Context: an optimization exercise on an open-source flow, tuned for small area. The choices shown serve that exercise and are no tape-out recipe. The RTL was checked by simulation tests, not by an equivalence proof against the original design. No activity file was given, so power comes from the tool's default toggle rates.

==> flow/design.v <==
module bullsCows (
    input logic [15:0] guess,
    input logic confirm,
    input logic clock,
    input logic reset,
    output logic [5:0] d1,
    output logic [5:0] d2,
    output logic [5:0] d3,
    output logic [5:0] d4,
    output logic [5:0] d5,
    output logic [5:0] d6,
    output logic [5:0] d7,
    output logic [5:0] d8,
    output logic [7:0] j1_count,
    output logic [7:0] j2_count
  );
  localparam logic [1:0] PS = 2'b00, PG = 2'b01, PD = 2'b10, PF = 2'b11;
  logic [1:0] ph;
  logic pl;
  logic [2:0] ndm;
  wire [1:0] dph = ~ndm[2:1];
  wire dpl = ~ndm[0];
  logic [15:0] secret_j1, secret_j2;
  logic [1:0] bulls;
  logic [2:0] cows;
  logic btn_prev, btn_tick;
  always @(posedge clock) begin
    btn_tick <= confirm & ~btn_prev;
    btn_prev <= confirm;
  end
  wire setup = (ph == PS);
  wire guessing = (ph == PG);
  wire selg = setup, sel1 = ~setup & pl, sel2 = ~setup & ~pl;
  wire [15:0] opb = (guess & {16{selg}}) | (secret_j1 & {16{sel1}}) | (secret_j2 & {16{sel2}});
  logic [15:0] eq;
  logic [3:0] bl, cw;
  genvar gi, gj;
  generate
    for (gi = 0; gi < 4; gi++) begin : g_i
      for (gj = 0; gj < 4; gj++) begin : g_j
        assign eq[4*gi+gj] = (guess[4*gi +: 4] == opb[4*gj +: 4]);
      end
      assign bl[gi] = eq[5*gi];
      assign cw[gi] = |(eq[4*gi +: 4] & ~(4'b0001 << gi));
    end
  endgenerate
  wire rep = |cw;
  wire win = &bl;
  wire [1:0] nb = bl[0] + bl[1] + bl[2] + bl[3];
  wire [2:0] nc = cw[0] + cw[1] + cw[2] + cw[3];
  always @(posedge clock) begin
    if (setup && !pl) secret_j1 <= guess;
    if (setup && pl) secret_j2 <= guess;
    if (!ph[1]) begin
      bulls <= nb;
      cows <= nc;
    end
  end
  logic [7:0] t1, t2;
  always_comb begin
    t1[0] = btn_tick & guessing & win & ~pl;
    t2[0] = btn_tick & guessing & win & pl;
    for (int k = 1; k < 8; k++) begin
      t1[k] = t1[k-1] & j1_count[k-1];
      t2[k] = t2[k-1] & j2_count[k-1];
    end
  end
  always @(posedge clock, posedge reset) begin
    if (reset) begin
      j1_count <= 0;
      j2_count <= 0;
    end else begin
      j1_count <= j1_count ^ t1;
      j2_count <= j2_count ^ t2;
    end
  end
  always @(posedge clock, posedge reset) begin
    if (reset) begin
      ph <= PS;
      pl <= 1'b0;
      ndm <= 3'b000;
    end else begin
      if (setup && btn_tick && rep) ndm <= 3'b000;
      else ndm <= ~{ph, pl};
      if (btn_tick) begin
        case (ph)
          PS: if (!rep) begin
                ph <= pl ? PG : PS;
                pl <= ~pl;
              end
          PG: if (win) begin
                ph <= PF;
                pl <= 1'b0;
              end else ph <= PD;
          PD: begin
                ph <= PG;
                pl <= ~pl;
              end
          default: ph <= PS;
        endcase
      end
    end
  end
  wire cT = (dph == PS);
  wire cG = (dph == PG);
  wire cD = (dph == PD);
  wire cF = (dph == PF) & ~dpl;
  wire cB = (dph == PF) & dpl;
  always_comb begin
    d1 = 6'b000000; d2 = 6'b000000; d3 = 6'b000000; d4 = 6'b000000;
    d5 = 6'b000000; d6 = 6'b000000; d7 = 6'b000000; d8 = 6'b000000;
    if (cB) begin
      d1 = 6'b100001; d2 = 6'b100001; d3 = 6'b100001; d4 = 6'b100001;
      d5 = 6'b100001; d6 = 6'b100001; d7 = 6'b100001; d8 = 6'b100001;
    end
    if (cT) begin
      d1 = 6'b111011; d2 = 6'b111001; d3 = 6'b101111; d4 = 6'b111101;
      d5 = 6'b101011; d6 = 6'b000001; d7 = dpl ? 6'b100101 : 6'b100011; d8 = 6'b110111;
    end
    if (cG) begin
      d7 = dpl ? 6'b100101 : 6'b100011; d8 = 6'b110111;
    end
    if (cD) begin
      d1 = 6'b110101; d2 = 6'b111001; d3 = 6'b000000; d4 = {2'b10, cows, 1'b1};
      d5 = 6'b100001; d6 = 6'b101111; d7 = 6'b000000; d8 = {3'b100, bulls, 1'b1};
    end
    if (cF) begin
      d1 = 6'b111101; d2 = 6'b101001; d3 = 6'b111101; d4 = 6'b101011;
      d5 = 6'b110011; d6 = 6'b110011; d7 = 6'b111001; d8 = 6'b110001;
    end
  end
endmodule
clock: 5.0 ns
lec_check: 0
cap_margin: 20
core_margin: 2
core_utilization: 70
slew_margin: 20
standard.sh (not shown) runs the stock make flow with config.mk's settings and CLKGATE_MAP_FILE= SYNTH_SCRIPT=/design/flow/synth_recipe.tcl, a recipe that flattens the netlist after the stock synthesis.
==> flow/flow/run.sh <==
#!/bin/bash
# Own layout flow: the standard synthesis, its combinational logic re-mapped
# for area (registers untouched), then the standard layout steps with the
# smallest buffer on each port and a smaller clock tree.
set -euo pipefail
work=$(pwd)
res=$work/orfs/results/$FLOW_PLATFORM/bullsCows/base
export LIB=$FLOW_HOME/platforms/sky130hd/lib/sky130_fd_sc_hd__tt_025C_1v80.lib
export BUFFER_PORTS_ARGS="-buffer_cell sky130_fd_sc_hd__buf_1"
if [[ -f flow/cts_args ]]; then export CTS_ARGS="$(cat flow/cts_args)"; fi

bash standard.sh "$res/1_2_yosys.v" > make_synth.log 2>&1
cp "$res/1_2_yosys.v" standard_synth.v
NETLIST_IN=$work/standard_synth.v NETLIST_OUT=$res/1_2_yosys.v ABC_SCRIPT=$work/flow/resynth.abc \
  yosys -c flow/resynth.tcl > yosys_resynth.log 2>&1
bash standard.sh > make_finish.log 2>&1
Other scripts of this flow, unchanged in this note and not shown: flow/flow/cts_args, flow/flow/resynth.abc, flow/flow/resynth.tcl
==> next run, changes <==
--- a/flow/design.v
+++ b/flow/design.v
@@ -28,26 +28,27 @@
     btn_tick <= confirm & ~btn_prev;
     btn_prev <= confirm;
   end
   wire setup = (ph == PS);
   wire guessing = (ph == PG);
   wire selg = setup, sel1 = ~setup & pl, sel2 = ~setup & ~pl;
-  wire [15:0] opb = (guess & {16{selg}}) | (secret_j1 & {16{sel1}}) | (secret_j2 & {16{sel2}});
+  wire [15:0] opb = (guess & {{12{selg}}, 4'b0000}) | (secret_j1 & {{12{sel1}}, {4{pl}}}) |
+                    (secret_j2 & {{12{sel2}}, {4{~pl}}});
   logic [15:0] eq;
   logic [3:0] bl, cw;
   genvar gi, gj;
   generate
     for (gi = 0; gi < 4; gi++) begin : g_i
       for (gj = 0; gj < 4; gj++) begin : g_j
         assign eq[4*gi+gj] = (guess[4*gi +: 4] == opb[4*gj +: 4]);
       end
       assign bl[gi] = eq[5*gi];
       assign cw[gi] = |(eq[4*gi +: 4] & ~(4'b0001 << gi));
     end
   endgenerate
-  wire rep = |cw;
+  wire rep = |(eq & 16'b0111_1011_1101_1110 & 16'hEEEE);
   wire win = &bl;
   wire [1:0] nb = bl[0] + bl[1] + bl[2] + bl[3];
   wire [2:0] nc = cw[0] + cw[1] + cw[2] + cw[3];
   always @(posedge clock) begin
     if (setup && !pl) secret_j1 <= guess;
     if (setup && pl) secret_j2 <= guess;
The new run completed without violations. Routed wire length stays flat. Synthesized cell count went down by 1.9%. Total power increases by 7.7%. First-iteration DRC count fell by 3.8%. Non-clock buffer count stays the same. Clock skew decreases by 0.0065 ns. Final cell count goes down by 1.6%. Core utilization shrinks by 0.27 points. Register-to-register slack improved by 0.24 ns. Final area falls by 1.0%. Setup slack gets better by 0.24 ns.

-- re-timing with driven ports --
Ports are ideal in the flow. The routed layouts listed here were re-timed in OpenROAD.
Step 1, drivers: a clkbuf_16 drives clock and a buf_2 each remaining input, both assumed.
Step 2, shift: input delay + t, output delay - t, t = (earliest + latest rising clock arrival at the registers) / 2. This alone moves slack from input paths to output paths.
a / b / c = ideal / step 1 / step 2; a / b = the first two.
run	shift t [ns]	slack for setup (ns)	latest minus earliest clock arrival (ns)
the first run	0.425	0.877 / 0.877 / 0.607	0.036 / 0.035
the second run	0.415	1.119 / 1.119 / 0.773	0.029 / 0.029
After both steps every run listed still meets setup and hold. The setup slack of the second run, which loses most, moves by 0.000 ns with the drivers and by -0.346 ns with both steps.
